Background: an optimization exercise with open tools, aiming at small area. Do not read the settings as production practice. In this exercise RTL edits were held to simulation tests only and were not proved equivalent to the original. The flow treats the clock pin as an ideal source, which a real chip does not have. No activity file was given, so power comes from the tool's default toggle rates.

### flow/design.v
module fifo (clk,reset,renb,wenb,din,dout,empty,full);
  input logic clk, reset;
  input logic renb, wenb;
  input logic [7:0] din;
  output logic [7:0] dout;
  output logic empty, full;
  logic [7:0] mem[16];
  logic [3:0] rp;
  logic rd, wr;
  assign rd = renb & ~empty;
  assign wr = wenb & ~full & ~rd;
  assign full = ~empty & (&rp);
  logic mv;
  logic [3:0] t, rp_next;
  assign mv = rd | wr;
  assign t  = rp ^ {4{rd}};
  assign rp_next[0] = rp[0] ^ mv;
  assign rp_next[1] = rp[1] ^ (mv & t[0]);
  assign rp_next[2] = rp[2] ^ (mv & t[0] & t[1]);
  assign rp_next[3] = rp[3] ^ (mv & t[0] & t[1] & t[2]);
  always @(posedge clk) begin
    rp    <= rp_next | {4{reset}};
    empty <= reset | (rd & (rp == 4'd0)) | (empty & ~wr);
  end
  logic [3:0] lo, hi;
  logic hold;
  always_comb begin
    for (int k = 0; k < 4; k++) begin
      lo[k] = (rp[1:0] == k);
      hi[k] = (rp[3:2] == k) & rd & ~reset;
    end
  end
  assign hold = ~rd & ~reset;
  logic [7:0] dnext;
  always_comb begin
    dnext = {8{hold}} & dout;
    for (int k = 0; k < 16; k++)
      dnext = dnext | ({8{hi[k/4] & lo[k%4]}} & mem[k]);
  end
  always @(posedge clk) dout <= dnext;
  integer i;
  always @(posedge clk) begin
    if (wr) begin
      mem[0] <= din;
      for (i = 1; i < 16; i = i + 1) mem[i] <= mem[i-1];
    end
  end
endmodule
### flow/flow/run.sh
#!/bin/bash
# The standard layout with these changes:
#  - synthesis maps logic with area-oriented ABC scripts (flow/synth.tcl);
#  - clock tree of small clock buffers without dummy loads;
#  - minimum-size port buffers;
#  - after clock tree synthesis, oversized logic cells and buffers are shrunk
#    (flow/post_cts.tcl, flow/downsize.tcl).
# Each make run writes its full output to its own log file here.
set -euo pipefail
work=$(pwd)
export OWN_FLOW_DIR=$work/flow
export OWN_FLOW_WORK=$work
export FLOW_SYNTH_TCL=$work/synth_recipe.tcl
export CTS_ARGS="-sink_clustering_enable -repair_clock_nets -dont_use_dummy_load -buf_list sky130_fd_sc_hd__clkbuf_4"
export BUFFER_PORTS_ARGS="-buffer_cell sky130_fd_sc_hd__buf_1"
export POST_CTS_TCL=$work/flow/post_cts.tcl
sed "s#SYNTH_SCRIPT=[^ ]*#SYNTH_SCRIPT=$work/flow/synth.tcl#" standard.sh > own_standard.sh
grep -q "SYNTH_SCRIPT=$work/flow/synth.tcl" own_standard.sh
bash own_standard.sh synth > make_synth.log 2>&1
bash own_standard.sh finish > make_finish.log 2>&1
### flow/flow/abc1.abc
strash
&get -n
&st
&dch
&nf -R 1000
&put
strash
&get -n
&st
&dch
&nf -R 1000
&put
### flow/flow/abc2.abc
strash
&get -n
&st
&dc2
&dch -f
&nf -R 2000
&put
### flow/flow/abc3.abc
strash
&get -n
&st
&dch
&nf -R 1000
&put
strash
&get -n
&st
&dch
&nf -R 1000
&put
strash
&get -n
&st
&dch
&nf -R 1000
&put
strash
&get -n
&st
&dch
&nf -R 1000
&put
### flow/flow/abc4.abc
strash
&get -n
&st
&dch
&nf -R 1000
&put
strash
&get -n
&st
&dch
&nf -R 1000
&put
strash
&get -n
&st
&dch
&nf -R 1000
&put
strash
&get -n
&st
&dch
&nf -R 1000
&put
strash
&get -n
&st
&dch
&nf -R 1000
&put
strash
&get -n
&st
&dch
&nf -R 1000
&put
strash
&get -n
&st
&dch
&nf -R 1000
&put
strash
&get -n
&st
&dch
&nf -R 1000
&put
### flow/flow/abc5.abc
strash
&get -n
&st
&dch
&nf -R 1000
&put
strash
&get -n
&st
&dch
&nf -R 1000
&put
strash
&get -n
&st
&dch
&nf -R 1000
&put
strash
&get -n
&st
&dch
&nf -R 1000
&put
strash
&get -n
&st
&dch
&nf -R 1000
&put
strash
&get -n
&st
&dch
&nf -R 1000
&put
strash
&get -n
&st
&dch
&nf -R 1000
&put
strash
&get -n
&st
&dch
&nf -R 1000
&put
strash
&get -n
&st
&dch
&nf -R 1000
&put
strash
&get -n
&st
&dch
&nf -R 1000
&put
### flow/flow/abc6.abc
strash
&get -n
&st
&dch
&nf -R 1000
&put
strash
&get -n
&st
&dch
&nf -R 1000
&put
strash
&get -n
&st
&dch
&nf -R 1000
&put
strash
&get -n
&st
&dch
&nf -R 1000
&put
strash
&get -n
&st
&dch
&nf -R 1000
&put
strash
&get -n
&st
&dch
&nf -R 1000
&put
strash
&get -n
&st
&dch
&nf -R 1000
&put
strash
&get -n
&st
&dch
&nf -R 1000
&put
strash
&get -n
&st
&dch
&nf -R 1000
&put
strash
&get -n
&st
&dch
&nf -R 1000
&put
strash
&get -n
&st
&dch
&nf -R 1000
&put
strash
&get -n
&st
&dch
&nf -R 1000
&put
strash
&get -n
&st
&dch
&nf -R 1000
&put
strash
&get -n
&st
&dch
&nf -R 1000
&put
strash
&get -n
&st
&dch
&nf -R 1000
&put
strash
&get -n
&st
&dch
&nf -R 1000
&put
strash
&get -n
&st
&dch
&nf -R 1000
&put
strash
&get -n
&st
&dch
&nf -R 1000
&put
strash
&get -n
&st
&dch
&nf -R 1000
&put
strash
&get -n
&st
&dch
&nf -R 1000
&put
### flow/flow/downsize.tcl
# Greedy area recovery: swap each logic cell to the smallest cell of the same
# family (same name stem, e.g. nor2_4 -> nor2_1) that keeps the design free of
# max-slew/max-cap violations, keeps the cell's estimated output slew under
# margin * 1.5 ns (the library limit), and keeps setup/hold slack above a
# floor.
proc own_downsize { {slack_floor 0.5} {margin 0.7} } {
  set changed 0
  foreach inst [get_cells *] {
    set name [get_property $inst name]
    set ref [get_property $inst ref_name]
    if { ![regexp {^(sky130_fd_sc_hd__[a-z0-9]+)_([0-9]+)$} $ref -> stem drive] } { continue }
    if { [string match "*df*" $stem] || [string match "*clk*" $stem] || [string match "*tap*" $stem] \
         || [string match "*fill*" $stem] || [string match "*decap*" $stem] || [string match "*diode*" $stem] \
         || [string match "*conb*" $stem] } { continue }
    set cands {}
    foreach lc [get_lib_cells ${stem}_*] {
      set n [get_property $lc name]
      if { ![regexp {_([0-9]+)$} $n -> d] } { continue }
      if { $d >= $drive } { continue }
      lappend cands [list $d $n]
    }
    foreach c [lsort -integer -index 0 $cands] {
      set new [lindex $c 1]
      replace_cell $inst $new
      estimate_parasitics -placement
      set ok 1
      if { [sta::max_slew_violation_count] > 0 || [sta::max_capacitance_violation_count] > 0 } { set ok 0 }
      if { $ok } {
        foreach pin [get_pins -of_objects $inst -filter "direction==output"] {
          set net [get_nets -of_objects $pin]
          if { [get_property $pin slew_max] > 1.5 * $margin } { set ok 0 }
        }
      }
      if { $ok && [sta::worst_slack -max] < $slack_floor } { set ok 0 }
      if { $ok && [sta::worst_slack -min] < 0.1 } { set ok 0 }
      if { $ok } {
        puts "downsize: $name $ref -> $new"
        incr changed
        break
      }
      replace_cell $inst $ref
    }
  }
  estimate_parasitics -placement
  puts "downsize: $changed cells downsized"
}
### flow/flow/post_cts.tcl
# After clock tree synthesis and its timing repair: shrink logic cells and
# buffers that placement's repair made larger than needed (kept only where the
# estimated output slew stays under 0.6 ns, well inside the library's 1.5 ns,
# since placement estimates run below the final extraction), then legalize.
source $::env(OWN_FLOW_DIR)/downsize.tcl
own_downsize 0.5 0.4
detailed_placement
check_placement -verbose
### flow/flow/synth.tcl
# The standard synthesis (synth_recipe.tcl, sourced unchanged) with one
# difference: Yosys's abc call maps the logic with each of the area-oriented
# ABC scripts flow/abc*.abc in turn and keeps the mapping with the smallest
# cell area.
proc abc {args} {
  set i [lsearch -exact $args -script]
  set lib [lindex $args [expr {[lsearch -exact $args -liberty] + 1}]]
  yosys design -save my_pre_abc
  set best ""
  set best_area 1e18
  foreach s [lsort [glob $::env(OWN_FLOW_DIR)/abc*.abc]] {
    yosys design -load my_pre_abc
    set a $args
    lset a [expr {$i + 1}] $s
    yosys abc {*}$a
    yosys tee -q -o $::env(OWN_FLOW_WORK)/abc_try.txt stat -liberty $lib
    set f [open $::env(OWN_FLOW_WORK)/abc_try.txt]
    set txt [read $f]
    close $f
    regexp {Chip area for module[^:]*:\s*([0-9.]+)} $txt -> area
    puts "abc script $s: area $area"
    if { $area < $best_area } {
      set best_area $area
      set best $s
    }
  }
  puts "abc script chosen: $best (area $best_area)"
  yosys design -load my_pre_abc
  lset args [expr {$i + 1}] $best
  yosys abc {*}$args
}
source $::env(FLOW_SYNTH_TCL)
### flow/standard.sh
#!/bin/bash
# synth_recipe.tcl (not shown) runs the flow's synth.tcl, then flattens the netlist and writes it again
# the make line also repeats each setting of config.mk as NAME=value (left out here)
make -C /OpenROAD-flow-scripts/flow DESIGN_CONFIG=/design/flow/config.mk WORK_HOME=/design/flow/orfs CLKGATE_MAP_FILE= SYNTH_SCRIPT=/design/flow/synth_recipe.tcl "${@:-finish}"
### flow/config.mk
export PLATFORM = sky130hd
export DESIGN_NAME = fifo
export DESIGN_NICKNAME = fifo
export VERILOG_FILES = /design/flow/design.v
export SDC_FILE = /design/flow/constraint.sdc
export NUM_CORES = 4
export LEC_CHECK = 0
export CAP_MARGIN = 20
export CORE_MARGIN = 2
export CORE_UTILIZATION = 40
export PLACE_DENSITY = 0.6
export SLEW_MARGIN = 20
### flow/constraint.sdc
create_clock -name core_clock -period 5.0 [get_ports {clk}]
set_input_delay 1.0000 -clock core_clock [delete_from_list [all_inputs] [get_ports {clk}]]
set_output_delay 1.0000 -clock core_clock [all_outputs]
set_load 0.01 [all_outputs]
==> impl_metrics.tcl, run 1 <==
set metrics [dict create \
    synthesis.area_um2 4920 \
    ant_nets 0 \
    drt_wl_total_mm 11.0 \
    grt_pass1_wl_mm 16.7 \
    synth-compound-area-share_pct 11.0 \
    drt-vias-per-instance 6.33 \
    timing.final.crit_period_ns 2.74 \
    share_of_post_route_cells_with_drive_strength_above_1_pct 7.79 \
    static-leakage-power_nw 1.70 \
    fp.dieArea_um2 13200 \
    timing.critical_path.required_ns 4.00 \
    power.combinational.fraction_pct 4.9 \
    grt_antenna_before_repair 0 \
    synth_cell_type_count 22 \
    num_rows 40 \
    hold_path_class "flip-flop to flip-flop" \
    yosys.area_share.adder_pct 0 \
    dr_wl_cell_um 24.1 \
    worstSkewPairLatency_ns 0.51 \
    finalPower_w 0.00207 \
    cts_tree "done" \
    clock_pin_slew_worst_setup_and_hold_paths_ns 0.11 \
    layout_setup_ws_ns 2.26 \
    start_util_pct 41.0 \
    pin_count_of_the_biggest_net_entering_global_routing 81 \
    internal-power_w 0.00160 \
    synth.area.mux_share_pct 0 \
    seqPwrFrac_pct 71.7 \
    power.switching_w 0.000470 \
    layout-area-overhead-vs-synth_pct 9.05 \
    worstSetupEndpointType "output port" \
    coreArea_um2 12000 \
    power.share.switching_pct 22.7 \
    peakVddDrop_mv 0.171 \
    first_global_vias 2775 \
    worstPathMaxFanout 13 \
    initialDrtViolationCount 524 \
    die_width_um 115 \
    commonest_non_fill_non_tap_cells_in_the_layout "edfxtp_1 (128), a222oi_1 (33), buf_1 (23)" \
    yosys.area_share.xor_xnor_pct 0 \
    vias 2880 \
    power.density_nw_per_um2 386 \
    io_pins 22 \
    syn_area_per_cell_um2 18.8 \
    hold_viol 0 \
    postLayoutCoreUtil_pct 44.7 \
    synth.yosys.warnings 2 \
    synth.yosys.seq_area_share_pct 83.4 \
    synthCells 262 \
    critical_path_arrival_ns 1.74 \
    cts.sink_count 141 \
    timing_worst_slew_pin_value_ns 1.04 \
    fillerInstances 1043 \
    drv_cap 0 \
    layout_commonest_cell "edfxtp_1" \
    worst_setup_path_start_kind "flip-flop" \
    synth_seq_cells 141 \
    final-max-slew-violation-count 0 \
    insertedDiodeCount 0 \
    finalSetupTns_ns 0 \
    skew_ns 0.0396 \
    die_y_um 115 \
    rsz0062_at_grt "no" \
    status "timing/DRC/antenna clean" \
    synth_simple_gate_area_share_pct 5.57 \
    place_ws_ns 1.89 \
    timing.critical_path.cells "nand2_1 -> nor3_1 -> buf_1" \
    global_route.overflow_total 0 \
    post_syn_nets 274 \
    route.detailed.drc 0 \
    crit_path_max_incr_delay_ns 0.60 \
    hpwl_mm 6.32 \
    worst-r2r-setup-slack_ns 2.53 \
    slew_headroom_pct 30.7 \
    final_setup_violation_count 0 \
    gr-usage-all-layers_pct 17.7 \
    power.clock.fraction_pct 23.4 \
    dominant_combinational_cell_family_by_area_after_synthesis "compound AO/OA/AOI/OAI gates" \
    place.gp.congestion 0.822 \
    timing.critical_path.slowest_stage_cell "dfxtp_1" \
    setup.worst_path.class "flip-flop to output port" \
    fin_nets 322 \
    maxClockFrequency_mhz 365 \
    portBuffers 21 \
    detailed_router_iteration_count_before_antenna_repair 7 \
    final.period_utilization_pct 54.8 \
]
==> path summary, 6_finish.rpt <==
kind	startpoint	to	cells past startpoint
hold reg to reg	mem[4][6]	mem[5][6]	0
hold / removal	mem[4][6]	mem[5][6]	0
setup reg to reg	empty	dout[1]	7
setup / recovery	rp[0]	full	3
==> sequential cells by signal, summed over array words and instances, names as in the netlist <==
| signal | count |
|---|---|
| dout | 8 |
| empty | 1 |
| mem | 128 |
| rp | 4 |
==> cell families after synthesis <==
group,after synthesis
simple gates,55
flops,141
compound gates,65
buf+inv,1
==> power by group through the flow <==
| stage | combinational [W] | sequential [W] | clock [W] |
|---|---|---|---|
| 2_1_floorplan | 0.0000641 | 0.00149 | 0 |
| 3_3_place_gp | 0.000101 | 0.00151 | 0 |
| 3_5_place_dp | 0.000105 | 0.00151 | 0 |
| 5_1_grt | 0.000113 | 0.00150 | 0.000549 |
| 6_report | 0.000102 | 0.00149 | 0.000485 |
==> Yosys cell counts <==
master	instances	share of area (%)
edfxtp_1	128	78
a222oi_1	33	6.7
nor2_1	17	1.3
dfxtp_1	13	5.3
a21oi_1	11	1.1
a22oi_1	10	1.5
nand2_1	8	0.61
nand3_1	8	0.81
nand4_1	6	0.76
nor3_1	6	0.61
nand2b_1	4	0.51
o21ai_0	4	0.41
and4_1	3	0.53
a22o_1	2	0.36
nand3b_1	2	0.30
a211o_1	1	0.18
a221o_1	1	0.20
a221oi_1	1	0.18
a311o_1	1	0.20
a31oi_1	1	0.13
clkinv_1	1	0.076
nor2b_1	1	0.13
==> per-layer routing <==
metal / track usage [%] / share of wire [%] / routed length, um / vias up
met5: 0 / 0 / 0 / -
met4: 7.15 / 2.1 / 229 / 0
met3: 5.43 / 12 / 1360 / 24
met2: 24.1 / 43 / 4760 / 197
met1: 26.4 / 42 / 4610 / 1428
li1: - / - / - / 1231
==> worst max-delay path, delay by kind of cell, from the launching register on <==
family	cells	cell delay (ns)
buffers and inverters	1	0.18
DFF	1	0.60
and+or+nand+nor	2	0.47
==> per-stage QoR <==
stage	instance area, um^2	hold WS (ns)	std cells
floorplan	4930	0.425	262
global placement	5270	0.431	438
detailed placement	5270	0.434	438
global route	5370	0.452	455
finish	5370	0.444	455
==> area by class of cell <==
class	instances	area [um^2]	share of cell area (%)
Timing Repair Buffer	29	129	2.40
Clock buffer	17	128	2.38
Sequential cell	141	4100	76.4
Tap cell	147	184	3.43
Multi-Input combinational cell	120	821	15.3
Inverter	1	3.75	0.0699
==> inputs of run 2 (changes only) <==
--- a/flow/config.mk
+++ b/flow/config.mk
@@ -7,6 +7,6 @@
 export LEC_CHECK = 0
 export CAP_MARGIN = 20
 export CORE_MARGIN = 2
-export CORE_UTILIZATION = 40
-export PLACE_DENSITY = 0.6
+export CORE_UTILIZATION = 70
+export PLACE_DENSITY = 0.9
 export SLEW_MARGIN = 20
==> run 2 against run 1 <==
  * Critical endpoint is now dout[3]
  * Synthesized cell count unchanged
  * Design area is 1.6% lower
  * Critical path type is now primary input to flip-flop
  * Global-route usage up 12 points
  * Fmax fell by 2.0%
  * Still clean
  * Worst setup slack lost 0.057 ns
  * Final cell count fell by 12%
  * Critical path depth up 7
  * Core utilization rose by 33 points
  * Via count increased by 2.0%
  * Highest routed layer unchanged
  * Largest cell class unchanged
  * Worst hold slack lost 0.011 ns
==> impl_metrics.tcl, run 2 <==
set metrics [dict create \
    synth_cell_type_count 22 \
    start_util_pct 72.5 \
    cts.sink_count 141 \
    synth_top_cell_area_share_pct 78.1 \
    worst-path-buf-inv 2 \
    place.gp.congestion 0.858 \
    dr_wl_cell_um 25.8 \
    synth_area_leader_cell "edfxtp_1" \
    peakVddDrop_mv 0.315 \
    max_flop_register "mem" \
    place_ws_ns 1.94 \
    crit_path_max_incr_delay_ns 0.70 \
    cts_tree "done" \
    die_y_um 87.9 \
    initialDrtViolationCount 624 \
    timing_worst_slew_pin_value_ns 1.01 \
    hold_path_class "flip-flop to flip-flop" \
    hpwl_mm 6.37 \
    rsz0062_at_grt "no" \
    synth_seq_cells 141 \
    grt_pass1_wl_mm 15.6 \
    worst_setup_path_start_kind "primary input" \
    largest_register_ffs 128 \
    ys_top_cells_by_area "edfxtp_1 (78%), a222oi_1 (6.7%), dfxtp_1 (5.3%), a22oi_1 (1.5%), nor2_1 (1.3%)" \
    pin_count_of_the_biggest_net_entering_global_routing 81 \
    vias 2938 \
    coreArea_um2 6790 \
    timing.critical_path.required_ns 5.43 \
    timing.critical_path.cells "buf_1 -> nand2b_1 -> nor2_1 -> nand3b_1 -> nor3_1 -> buf_1 -> a222oi_1 -> nand4_1 -> a21oi_1 -> nand4_1" \
    syn_area_per_cell_um2 18.8 \
    finalPower_w 0.00207 \
    reg2reg_depth 9 \
    insertedDiodeCount 0 \
    synth.yosys.seq_area_share_pct 83.4 \
    synth_ff_type "edfxtp_1" \
    drv_cap 0 \
    synth.yosys.warnings 2 \
    layout-area-overhead-vs-synth_pct 7.27 \
    worstHoldPathCells 0 \
    fin_nets 319 \
    timing.final.crit_period_ns 2.80 \
    post_syn_nets 274 \
    largest_registers "mem x128, dout x8, rp x4" \
    hold_viol 0 \
    critical_path_arrival_ns 3.23 \
    place_area_um2 5170 \
    power.density_nw_per_um2 391 \
    num_rows 30 \
    commonest_non_fill_non_tap_cells_in_the_layout "edfxtp_1 (128), a222oi_1 (33), buf_1 (24)" \
    synth_enable_flop_cells 128 \
    grt_antenna_before_repair 0 \
    synthesis.area_um2 4920 \
    final_setup_violation_count 0 \
    worstSkewPairLatency_ns 0.50 \
    synth-async-reset-ratio_pct 0 \
    die_width_um 87.9 \
    yosysMostFrequentCell "edfxtp_1" \
    ys_top_cells_by_count "edfxtp_1 (128), a222oi_1 (33), nor2_1 (17)" \
    timing.critical_path.slowest_stage_cell "nor3_1" \
    route.detailed.drc 0 \
    ant_nets 0 \
    timing.critical_path.depth 10 \
    layout_commonest_cell "edfxtp_1" \
    slew_headroom_pct 32.6 \
    synthCells 262 \
    gr-usage-all-layers_pct 29.3 \
    global_route.overflow_total 0 \
    io_pins 22 \
    share_of_post_route_cells_with_drive_strength_above_1_pct 6.56 \
    cp_top_family "simple AND/OR/NAND/NOR gates" \
    final-max-slew-violation-count 0 \
    worstSetupEndpointType "flip-flop" \
    fp.dieArea_um2 7720 \
    portBuffers 21 \
    skew_ns 0.0250 \
    detailed_router_iteration_count_before_antenna_repair 8 \
    setup.worst_path.class "primary input to flip-flop" \
    clock_pin_slew_worst_setup_and_hold_paths_ns 0.10 \
    status "timing/DRC/antenna clean" \
    worstPathMaxFanout 5 \
    static-leakage-power_nw 1.67 \
    drt_wl_total_mm 10.4 \
    maxClockFrequency_mhz 358 \
    finalSetupTns_ns 0 \
    first_global_vias 2781 \
    layout_setup_ws_ns 2.20 \
    final_cell_area_um2 5280 \
    final.period_utilization_pct 55.9 \
    drt-vias-per-instance 7.33 \
]
-- run 2: changes by cell type in the layout (fill, tap and decap cells not counted), sizes merged --
cell,change
buf,-3
-- run 2: through the flow --
stage / std cells / utilization (%) / hold slack [ns]
6_report: 401 / 77.7 / 0.432
3_5_place_dp: 384 / 76.1 / 0.436
2_1_floorplan: 262 / - / 0.425
5_1_grt: 401 / 77.7 / 0.455
3_3_place_gp: 384 / 76.1 / 0.426
-- run 2: layer usage --
layer  GRT usage, %  wire [um]  part of all wire [%]
met5              0          0                     0
met4           13.7        330                   3.2
met3           10.7       1500                    15
met2           41.5       4720                    46
met1           41.5       3800                    37
-- run 2: cells by family (layout without fill, tap and decap cells) --
group           after synthesis  count (layout)  synth area share (%)
flops                       141             141                  83.4
buf+inv                       1              44                0.0762
simple gates                 55              55                  5.57
compound gates               65              65                  11.0
-- run 2: worst paths after layout --
check                           slack (ns)   endpoint      start
worst max register to register        2.35    dout[3]      empty
worst max-delay path                  2.20    dout[3]       renb
worst min-delay path                  0.43  mem[9][1]  mem[8][1]
worst min register to register        0.43  mem[9][1]  mem[8][1]
-- run 2: power breakdown --
part,total [W],switching [W],internal (W)
logic,0.000100,0.0000739,0.0000262
registers,0.00149,0.0000688,0.00142
clock network,0.000476,0.000321,0.000156
total,0.00207,0.000463,0.00160
-- run 2: worst reg2reg max path: stages, from the launching register on --
cell	delay, ns
dfxtp_1	0.35
nand2b_1	0.22
nor2_1	0.23
nand3b_1	0.20
nor3_1	0.70
buf_1	0.38
a222oi_1	0.20
nand4_1	0.14
a21oi_1	0.05
nand4_1	0.12
-- run 2: area by class of cell --
type                    count  area, um^2
fillers                   377        1510
clock buffers              17         128
flip-flops and latches    141        4100
repair buffers             26         105
multi-input cells         120         821
well taps                  96         120
inverters                   1        3.75

[static timing again, ports no longer ideal]
The flow's constraints put no driver on any port. The routed layouts listed below were extracted and timed again, unchanged, in two steps.
Step 1, drivers: a clkbuf_16 drives clk and a buf_2 each remaining input, both assumed.
Step 2 also shifts input and output timing later by t, the mid clock arrival at the registers, as if the neighbouring blocks saw the same clock.
Slacks: ideal ports / drivers / drivers and shift; pairs: ideal ports / drivers.
| run | t (ns) | setup WS [ns] | latest minus earliest clock arrival (ns) | pins driven straight from the clock port |
|---|---|---|---|---|
| run 1 | 0.526 | 2.261 / 2.229 / 1.839 | 0.041 / 0.041 | 1 |
| run 2 | 0.524 | 2.204 / 2.180 / 1.684 | 0.036 / 0.036 | 1 |
After both steps every run listed still meets setup and hold. The setup slack of run 2, which loses most, moves by -0.024 ns with the drivers and by -0.520 ns with both steps.
